This design comes from an exercise in tuning for small area, a short achievable clock period and few clock cycles on the open sky130 flow, not from production work. The RTL was checked by simulation tests, not by an equivalence proof against the original design. Power and IR drop assume default switching activity.

==> flow/config.mk <==
export PLATFORM = sky130hd
export DESIGN_NAME = ALU
export DESIGN_NICKNAME = ALU
export VERILOG_FILES = /design/flow/design.v
export SDC_FILE = /design/flow/constraint.sdc
export NUM_CORES = 4
export LEC_CHECK = 0
export ABC_AREA = 1
export CAP_MARGIN = 20
export CORE_MARGIN = 2
export CORE_UTILIZATION = 40
export SLEW_MARGIN = 20
==> flow/constraint.sdc <==
create_clock -name core_clock -period 14.0 [get_ports {clock}]
set_input_delay 2.8000 -clock core_clock [delete_from_list [all_inputs] [get_ports {clock}]]
set_output_delay 2.8000 -clock core_clock [all_outputs]
set_load 0.01 [all_outputs]
==> flow/design.v <==
module partial_product(
  input  [2:0]  io_y,
  input  [63:0] io_x,
  output        io_c,
  output [63:0] io_p
);
  wire one = io_y[1] ^ io_y[0];
  wire two = (io_y[2] & ~io_y[1] & ~io_y[0]) | (~io_y[2] & io_y[1] & io_y[0]);
  wire [63:0] mag = ({64{one}} & io_x) | ({64{two}} & {io_x[62:0], 1'b0});
  assign io_p = mag ^ {64{io_y[2]}};
  assign io_c = io_y[2];
endmodule
module Mul(
  input  [63:0] io_acc,
  input  [63:0] io_m,       
  input  [8:0]  io_win,     
  output [63:0] io_sum
);
  wire [63:0] p0, p1, p2, p3;
  wire        n0, n1, n2, n3;
  partial_product pp0 (.io_y(io_win[2:0]), .io_x(io_m),                .io_c(n0), .io_p(p0));
  partial_product pp1 (.io_y(io_win[4:2]), .io_x({io_m[61:0], 2'b00}), .io_c(n1), .io_p(p1));
  partial_product pp2 (.io_y(io_win[6:4]), .io_x({io_m[59:0], 4'b00}), .io_c(n2), .io_p(p2));
  partial_product pp3 (.io_y(io_win[8:6]), .io_x({io_m[57:0], 6'b00}), .io_c(n3), .io_p(p3));
  wire [63:0] s1 = io_acc ^ p0 ^ p1;
  wire [63:0] m1 = (io_acc & p0) | (io_acc & p1) | (p0 & p1);
  wire [63:0] c1 = {m1[62:0], n0};
  wire [63:0] s2 = s1 ^ c1 ^ p2;
  wire [63:0] m2 = (s1 & c1) | (s1 & p2) | (c1 & p2);
  wire [63:0] c2 = {m2[62:0], n1};
  wire [63:0] s3 = s2 ^ c2 ^ p3;
  wire [63:0] m3 = (s2 & c2) | (s2 & p3) | (c2 & p3);
  wire [63:0] c3 = {m3[62:0], n2};
  wire [64:0] t  = {s3, 1'b1} + {c3, n3};
  assign io_sum = t[64:1];
endmodule
module DivStep(
  input  [63:0] io_r,
  input         io_bit,
  input  [64:0] io_dadd,    
  input         io_cin,
  output [63:0] io_r_out,
  output        io_q
);
  wire [64:0] r2 = {io_r, io_bit};
  wire [65:0] tt = {r2, 1'b1} + {io_dadd, io_cin};
  wire [64:0] t  = tt[65:1];
  assign io_q = ~t[64];
  assign io_r_out = io_q ? t[63:0] : r2[63:0];
endmodule
module Div(
  input  [63:0]  io_r,
  input  [63:0]  io_aq,
  input  [64:0]  io_dadd,
  input          io_cin,
  output [63:0]  io_r_out,
  output [63:0]  io_aq_out
);
  wire [63:0] r1;
  wire        q1, q2;
  DivStep s1 (.io_r(io_r), .io_bit(io_aq[63]), .io_dadd(io_dadd), .io_cin(io_cin), .io_r_out(r1),       .io_q(q1));
  DivStep s2 (.io_r(r1),   .io_bit(io_aq[62]), .io_dadd(io_dadd), .io_cin(io_cin), .io_r_out(io_r_out), .io_q(q2));
  assign io_aq_out = {io_aq[61:0], q1, q2};
endmodule
module Lzc64(
  input  [63:0] io_v,
  output [6:0]  io_n
);
  wire [31:0] v1;  wire [31:0]      c1;
  wire [15:0] v2;  wire [2*16-1:0]  c2;
  wire [7:0]  v3;  wire [3*8-1:0]   c3;
  wire [3:0]  v4;  wire [4*4-1:0]   c4;
  wire [1:0]  v5;  wire [5*2-1:0]   c5;
  genvar i;
  generate
    for (i = 0; i < 32; i = i + 1) begin : l1
      assign v1[i] = io_v[2*i+1] | io_v[2*i];
      assign c1[i] = ~io_v[2*i+1];
    end
    for (i = 0; i < 16; i = i + 1) begin : l2
      assign v2[i] = v1[2*i+1] | v1[2*i];
      assign c2[2*i +: 2] = v1[2*i+1] ? {1'b0, c1[2*i+1]} : {1'b1, c1[2*i]};
    end
    for (i = 0; i < 8; i = i + 1) begin : l3
      assign v3[i] = v2[2*i+1] | v2[2*i];
      assign c3[3*i +: 3] = v2[2*i+1] ? {1'b0, c2[2*(2*i+1) +: 2]} : {1'b1, c2[2*(2*i) +: 2]};
    end
    for (i = 0; i < 4; i = i + 1) begin : l4
      assign v4[i] = v3[2*i+1] | v3[2*i];
      assign c4[4*i +: 4] = v3[2*i+1] ? {1'b0, c3[3*(2*i+1) +: 3]} : {1'b1, c3[3*(2*i) +: 3]};
    end
    for (i = 0; i < 2; i = i + 1) begin : l5
      assign v5[i] = v4[2*i+1] | v4[2*i];
      assign c5[5*i +: 5] = v4[2*i+1] ? {1'b0, c4[4*(2*i+1) +: 4]} : {1'b1, c4[4*(2*i) +: 4]};
    end
  endgenerate
  wire [5:0] c6 = v5[1] ? {1'b0, c5[9:5]} : {1'b1, c5[4:0]};
  assign io_n = (v5[1] | v5[0]) ? {1'b0, c6} : 7'd64;
endmodule
module ALU(
  input         clock,
  input         reset,
  input  [63:0] io_src1_value,
  input  [63:0] io_src2_value,
  input  [31:0] io_ALUop,
  input         io_src_valid,
  output        io_alu_busy,
  input         io_res_ready,
  output [63:0] io_alu_res
);
  wire [63:0] a  = io_src1_value;
  wire [63:0] b  = io_src2_value;
  wire [6:0]  op = io_ALUop[6:0];
  wire op_add  = op == 7'h0f;
  wire op_sub  = op == 7'h0e;
  wire op_addw = op == 7'h0c;
  wire op_subw = op == 7'h0d;
  wire op_b    = op == 7'h04;
  wire op_a4   = op == 7'h05 | op == 7'h06;
  wire op_sltu = op == 7'h1e;
  wire op_slt  = op == 7'h1f;
  wire op_and  = op == 7'h08;
  wire op_or   = op == 7'h0b;
  wire op_xor  = op == 7'h2e;
  wire op_sll  = op == 7'h37;
  wire op_srl  = op == 7'h38;
  wire op_sra  = op == 7'h15 | op == 7'h39;
  wire op_sllw = op == 7'h16;
  wire op_srlw = op == 7'h1d;
  wire op_sraw = op == 7'h1c;
  wire op_a    = op == 7'h3f | op == 7'h46 | op == 7'h47;
  wire op_mul  = op == 7'h11;
  wire op_mulw = op == 7'h12;
  wire is_mul  = op_mul | op_mulw;
  wire div_w   = op == 7'h13 | op == 7'h35 | op == 7'h14 | op == 7'h32;
  wire div_d   = op == 7'h31 | op == 7'h30 | op == 7'h34 | op == 7'h33;
  wire op_div  = div_w | div_d;
  wire div_s   = op == 7'h31 | op == 7'h34 | op == 7'h13 | op == 7'h14;
  wire div_rem = op == 7'h34 | op == 7'h33 | op == 7'h14 | op == 7'h32;
  wire shw     = op_sllw | op_srlw | op_sraw;
  wire op_sh   = op_sll | op_srl | op_sra | shw;
  wire res_w   = op_addw | op_subw | shw | op_mulw | div_w;    
  reg         run;     
  reg         done;    
  reg         prep;    
  reg         erly;    
  reg         bz;      
  reg  [4:0]  cnt;
  reg  [63:0] R;       
  reg  [63:0] AQ;      
  reg  [65:0] D;       
  wire        sub  = op_sub | op_subw | op_sltu | op_slt;
  wire [63:0] addb = (op_a4 ? 64'd4 : b) ^ {64{sub}};
  wire [65:0] addt = {1'b0, a, 1'b1} + {1'b0, addb, sub};
  wire [63:0] sum  = addt[64:1];
  wire        sltu = ~addt[65];
  wire        slt  = (a[63] ^ b[63]) ? a[63] : sum[63];
  function [2:0] last_win(input [63:0] y);
    integer i;
    begin
      last_win = 3'd0;
      for (i = 1; i < 8; i = i + 1)
        if (~(&y[8*i-1 +: 9]) & (|y[8*i-1 +: 9])) last_win = i;
    end
  endfunction
  wire [63:0] ma    = op_mulw ? {{32{a[31]}}, a[31:0]} : a;
  wire [63:0] mb    = op_mulw ? {{32{b[31]}}, b[31:0]} : b;
  wire [2:0]  lastA = last_win(ma);
  wire [2:0]  lastB = last_win(mb);
  wire        swap  = lastA < lastB;           
  wire [2:0]  mlast = swap ? lastA : lastB;
  wire [63:0] mier  = swap ? ma : mb;           
  wire [8:0]  win   = run ? D[8:0] : {mier[7:0], 1'b0};
  wire [63:0] da    = div_w ? {{32{div_s & a[31]}}, a[31:0]} : a;
  wire [63:0] db    = div_w ? {{32{div_s & b[31]}}, b[31:0]} : b;
  wire        neg_a = div_s & da[63];
  wire        neg_b = div_s & db[63];
  wire [63:0] va    = da ^ {64{neg_a}};        
  wire [63:0] vb    = db ^ {64{neg_b}};        
  wire [63:0] ua    = va + {63'd0, neg_a};     
  wire [6:0]  lza, lzb;
  Lzc64 lz_a (.io_v(va), .io_n(lza));
  Lzc64 lz_b (.io_v(vb), .io_n(lzb));
  wire        pa    = neg_a & (&(~va[63:1] | va[62:0]));
  wire        pb    = neg_b & (&(~vb[63:1] | vb[62:0]));
  wire [7:0]  sdiff = {1'b0, lzb} - {1'b0, lza} + {7'd0, pa} - {7'd0, pb};
  wire        bzero = db == 64'd0;
  wire        early = bzero | sdiff[7];        
  wire        left  = op_sll | op_sllw;
  wire [5:0]  kb    = {b[5] & ~shw, b[4:0]};
  wire [4:0]  cnt1  = cnt + 5'd1;
  wire [5:0]  ramt  = op_div ? {cnt1, 1'b0} : left ? (6'd0 - kb) : kb;
  wire [5:0]  k     = op_div ? {~cnt, 1'b0} : kb;
  wire [63:0] rin   = op_div ? ua : a;
  wire [63:0] r0 = ramt[0] ? {rin[0],    rin[63:1]}  : rin;
  wire [63:0] r1 = ramt[1] ? {r0[1:0],   r0[63:2]}   : r0;
  wire [63:0] r2 = ramt[2] ? {r1[3:0],   r1[63:4]}   : r1;
  wire [63:0] r3 = ramt[3] ? {r2[7:0],   r2[63:8]}   : r2;
  wire [63:0] r4 = ramt[4] ? {r3[15:0],  r3[63:16]}  : r3;
  wire [63:0] rot = ramt[5] ? {r4[31:0], r4[63:32]}  : r4;
  wire [63:0] mL;                                
  wire [63:0] msh;                               
  genvar gi;
  generate for (gi = 0; gi < 64; gi = gi + 1) begin : g_mask
    assign mL[gi] = gi >= k;
  end endgenerate
  generate for (gi = 0; gi < 64; gi = gi + 1) begin : g_msh
    if (gi < 32) begin : g_lo
      assign msh[gi] = left ? mL[gi] : shw ? mL[31-gi] : mL[63-gi];
    end else begin : g_hi
      assign msh[gi] = left ? mL[gi] : mL[63-gi];
    end
  end endgenerate
  wire        fill  = (op_sra & a[63]) | (op_sraw & a[31]);
  wire [63:0] shres = (rot & msh) | ({64{fill}} & ~msh);
  wire [63:0] msum;
  wire [63:0] mcand = run ? AQ : (swap ? b : a);    
  Mul mstep (.io_acc(run ? R : 64'd0), .io_m(mcand), .io_win(win), .io_sum(msum));
  wire [64:0] dadd = neg_b ? {db[63], db} : ~{1'b0, db};
  wire [63:0] dr, daq;
  Div dstep (.io_r(R), .io_aq(AQ), .io_dadd(D[64:0]), .io_cin(D[65]), .io_r_out(dr), .io_aq_out(daq));
  wire last  = cnt == 5'd0;
  always @(posedge clock) begin
    if (reset) begin
      run   <= 1'b0;
      prep  <= 1'b0;
      done  <= 1'b0;
    end else if (done) begin
      if (io_src_valid & io_res_ready) done <= 1'b0;
    end else if (run) begin
      if (last) begin
        run  <= 1'b0;
        done <= 1'b1;
      end
    end else if (prep) begin
      prep <= 1'b0;
      run  <= 1'b1;
    end else if (io_src_valid & is_mul) begin
      if (mlast == 3'd0) done <= 1'b1;
      else run <= 1'b1;
    end else if (io_src_valid & op_div) begin
      if (early) done <= 1'b1;
      else prep <= 1'b1;
    end
  end
  always @(posedge clock) begin
    if (~done) begin
      if (run) cnt <= cnt - 5'd1;
      else if (~prep) cnt <= is_mul ? {2'd0, mlast - 3'd1} : sdiff[5:1];
      if (~run & ~prep) begin
        erly <= early;
        bz   <= bzero;
      end
      R  <= is_mul ? msum : run ? dr : (rot & ~mL);
      AQ <= is_mul ? {mcand[55:0], 8'd0} : run ? daq : (rot & mL);
      if (is_mul) D <= run ? {8'd0, D[65:8]} : {9'd0, mier[63:7]};
      else if (~run & ~prep) D <= {~neg_b, dadd};
    end
  end
  wire [63:0] dx   = div_rem ? R : AQ;
  wire        dneg = div_rem ? neg_a : (neg_a ^ neg_b);
  wire [63:0] dxo  = (dx ^ {64{dneg}}) + {63'd0, dneg};
  wire [63:0] dv   = erly ? (div_rem ? da : {64{bz}}) : dxo;
  wire [63:0] pre =
      ({64{op_add | op_sub | op_a4 | op_addw | op_subw}} & sum)
    | ({64{op_sltu}} & {63'd0, sltu})
    | ({64{op_slt}}  & {63'd0, slt})
    | ({64{op_b}}    & b)
    | ({64{op_a}}    & a)
    | ({64{op_and}}  & (a & b))
    | ({64{op_or}}   & (a | b))
    | ({64{op_xor}}  & (a ^ b))
    | ({64{op_sh}}   & shres)
    | ({64{is_mul}}  & R)
    | ({64{op_div}}  & dv);
  assign io_alu_res  = {res_w ? {32{pre[31]}} : pre[63:32], pre[31:0]};
  assign io_alu_busy = (is_mul | op_div) & ~done;
endmodule
==> flow/run.sh <==
#!/bin/bash
# synth_recipe.tcl (not shown) runs the flow's synth.tcl, then flattens the netlist and writes it again
# the make line also repeats each setting of config.mk as NAME=value (left out here)
make -C /OpenROAD-flow-scripts/flow DESIGN_CONFIG=/design/flow/config.mk WORK_HOME=/design/flow/orfs CLKGATE_MAP_FILE= SYNTH_SCRIPT=/design/flow/synth_recipe.tcl finish
==> metrics.md <==
| Metric | Value |
|---|---|
| Status | complete, no violations |
| Syn Std Cell Area | 64560 sq um |
| DPL Wire Length | around 410000 um |
| Area Overhead vs Synth | 14.78% |
| Net Count, Synth | ~12k |
| Worst reg2reg startpoint | R[36] |
| Die height | about 410 um |
| DRT Pass-1 Iters | 11 |
| P per Cell Area | roughly 170 nW/um^2 |
| Clock transition at path regs | ~70 ps |
| Sequential area share after synthesis | 0.09442 |
| Detail-routed via count per cell | around 6.8 |
| Cell count after synthesis | ~11k |
| Clock Skew | between 80 and 90 ps |
| Worst-path fanout max | 15 |
| Antenna viol nets, final | 0 |
| Pin count of the biggest net entering global routing | ~150 |
| Worst Tran Pin Value | 1415 ps |
| CTS tree | yes |
| Critical Path End Type | output port |
| CP arrival | approximately 11000 ps |
| Synth warnings | 1 |
| Vias in the first global route | just over 80k |
| Nets | 11.95k |
| Ranking of synthesized cells by area | nand2_1, edfxtp_1, xor2_1 |
| Most used DFF post-synth | edfxtp_1 |
| Initial cell density of the core | 0.4025 |
| Total grt overflow | 0 |
| Setup_tns | 0 ps |
| CP max stage delay | between 1000 and 1500 ps |
| Worst r2r dst | R[53] |
| Slowest stage cell on the critical path | a21oi_1 |
| Worst vdd ir | 0.2557 mV |
| Initial antenna violation count | 92 |
| Reg2Reg Depth | 37 |
| Number of port buffers | between 200 and 250 |
| Placed cell areas | around 73000 sq um |
| CTS H-tree depth | 1 |
| Final wirelength | 495300 um |
| Skew-Pair Late Insertion Delay | about 670 ps |
| Share of flip-flops with an asynchronous set or reset | 0 |
| Final setup violating endpoints | 0 |
| Max_slew headroom | 0.05403 |
| Final hold vios | 0 |
| Final instance area | ~74000 sq um |
| Crit path launch type | input pin |
| GRT Total Usage | 0.5763 |
| Termination of the worst setup path | io_alu_res[41] |
| Post-synth EDFFs | 201 |
| Top-count cell post-synth | nand2_1 |
| Hold Path Class | reg -> reg |
| Via count | roughly 91k |
| Initial detailed-routing violation count | approximately 18k |
| GP Congestion | between 1 and 1.5 |
| Crit. Startpoint | io_ALUop[1] |
| Max-cap viol count | 0 |
| Top post-synthesis cells by count | nand2_1, inv_1, nor2_1, o21ai_0, a21oi_1 |
| Die extent in x | 405.8 um |
| Rows | roughly 150 |
| Setup CP Type | in -> out |
| Fin. max-slew vios | 0 |
| Fillers | ~18k |
| RSZ-0062 raised after global routing | false |
| Most frequent CP cell | nand2_1 |
| Die ar. | roughly 160000 sq um |
| Final worst setup slack | between 300 and 400 ps |
| Crit path required time | roughly 11000 ps |
| Min Tclk post-route | between 10000 and 15000 ps |
| Max Clk Rate | roughly 73 MHz |
| CTS Buf Count | 25 |
| Period utilization | 0.9744 |
| Post-synth top area cell | nand2_1 |
| CTS max path bufs | 3 |
| Leak | between 30 and 40 nW |
| Area share of the leading cell type in the synthesized netlist | 0.1365 |
| Reg2Reg Setup Slack | about 2100 ps |
| Avg Cell Area, Syn | about 6.0 sq um |
| CTS Root Cell | clkbuf_16 |
| Dpl ws | 412.8 ps |
| Number of distinct library cells after synthesis | 80 |
| Drt wl/cell | about 37 um |
| I/O pin cnt | roughly 230 |
| First-pass GRT wire length | approximately 660000 um |
| Final core occ | 0.4620 |
| Drc violations | 0 |
| Overall power | about 0.013 W |
| Flops & latches, synth | just over 200 |
| Core region area | between 150000 and 200000 sq um |
| Share of post-route cells with drive strength above 1 | 0.08668 |
| Sink Count | 204 |
critical path: cells and delay by family:
kind                       cells  cell delay [ps]
AOI/OAI and AO/OA              9             3690
xor gates and xnor gates       1              230
adders and majority gates      1              440
buffers and inverters          6             1920
and+or+nand+nor                9             1680
metrics by stage:
stage / hold slack [ps] / instances
finish: 559.2 / 13440
detailed placement: 514.9 / 13310
CTS: 525.2 / 13360
floorplan: 460.5 / 10770
global route: 535.4 / 13380
global placement: 481.2 / 13310
registers in the layout (all words and copies together), names as in the netlist:
signal  flops
prep        1
run         1
D          66
cnt         5
AQ         64
erly        1
bz          1
done        1
R          64
how the worst min path moves through the flow:
stage,start,to,depth (start not counted)
global route,prep,prep,2
finish,prep,prep,2
global placement,prep,prep,2
CTS,prep,prep,2
floorplan,prep,prep,2
detailed placement,prep,prep,2
cell type report:
type	instances	area, sq um	area share
timing repair buffer	906	7651	0.1033
clock buffer	28	636.9	0.008594
antenna	77	192.7	0.002600
clock inverter	18	177.7	0.002398
tap	2160	2703	0.03647
multi-input combinational	8723	51650	0.6970
sequential	204	6100	0.08231
inverter	1323	4989	0.06732
routing by layer:
layer  GRT usage  up-vias  wire length (um)
li1            -    37360                 -
met1      0.6777    42860            178200
met2      0.7205     8413            173900
met3      0.3751     2395             92160
met4      0.4374       69             49340
met5     0.05709        -              1755
power breakdown:
group          internal [W]  leakage [nW]  switching, W
Sequential         0.000830          2.25      0.000232
Combinational       0.00325          31.4       0.00746
Clock              0.000358         0.382      0.000376
logic make-up after synthesis:
kind of cell,count (synthesis),share of synthesized area
AND/OR/NAND/NOR,4540,0.2951
AO/OA/AOI/OAI,2791,0.2494
buffers and inverters,1842,0.1106
XOR/XNOR,775,0.1092
adder cells (fa/ha/maj),602,0.1390
flip-flops,204,0.09442
multiplexers,15,0.002326
placed cells by master, fill, tap and decap left out, types with 30 or more instances in the layout:
cell type	instances
o22ai_1	332
o211ai_1	110
clkinv_1	38
ha_1	410
xnor2_1	121
nor4_1	40
diode_2	77
or2_2	39
a221oi_1	43
fa_1	192
inv_2	30
nand4_1	149
o21ai_0	970
a31oi_1	94
nor2_1	1007
o2111ai_1	68
nor3_1	102
nand2_1	2341
o21a_1	54
xor2_1	619
clkdlybuf4s50_1	198
xor2_2	33
inv_1	1251
a21oi_1	793
o221ai_1	43
o21ai_1	81
buf_4	676
nand3_1	747
edfxtp_1	201
what timing repair did:
action,in CTS,in global routing
resized for setup,0,1
buffers inserted,0,0
setup endpoints to repair,0,1
hold buffers,0,0
Testbench counts, summed over its fixed seeds: cycles 9,018.

## static timing again, ports no longer ideal
The results above use ideal ports. As a check the final layout listed here was re-extracted and re-timed, cells and wires unchanged.
Step 1, drivers: a clkbuf_16 drives clock and a buf_2 each remaining input, both assumed.
Step 2 adds t to the input delays and takes it off the output delays; t is the mean of the earliest and latest rising clock arrival at the registers after step 1. Input paths then give back, and output paths get back, about the clock's delay inside the block.
Three values: ideal, step 1, step 2; two values: the first two.
t, ns: 0.700
slack for setup (ns): 0.358 / 0.337 / -0.242
latest minus earliest clock arrival (ns): 0.088 / 0.089
Met with ideal ports but missed after step 2: setup timing in this run. For this run, drivers alone change the setup slack by -0.021 ns; drivers and shift together by -0.600 ns.
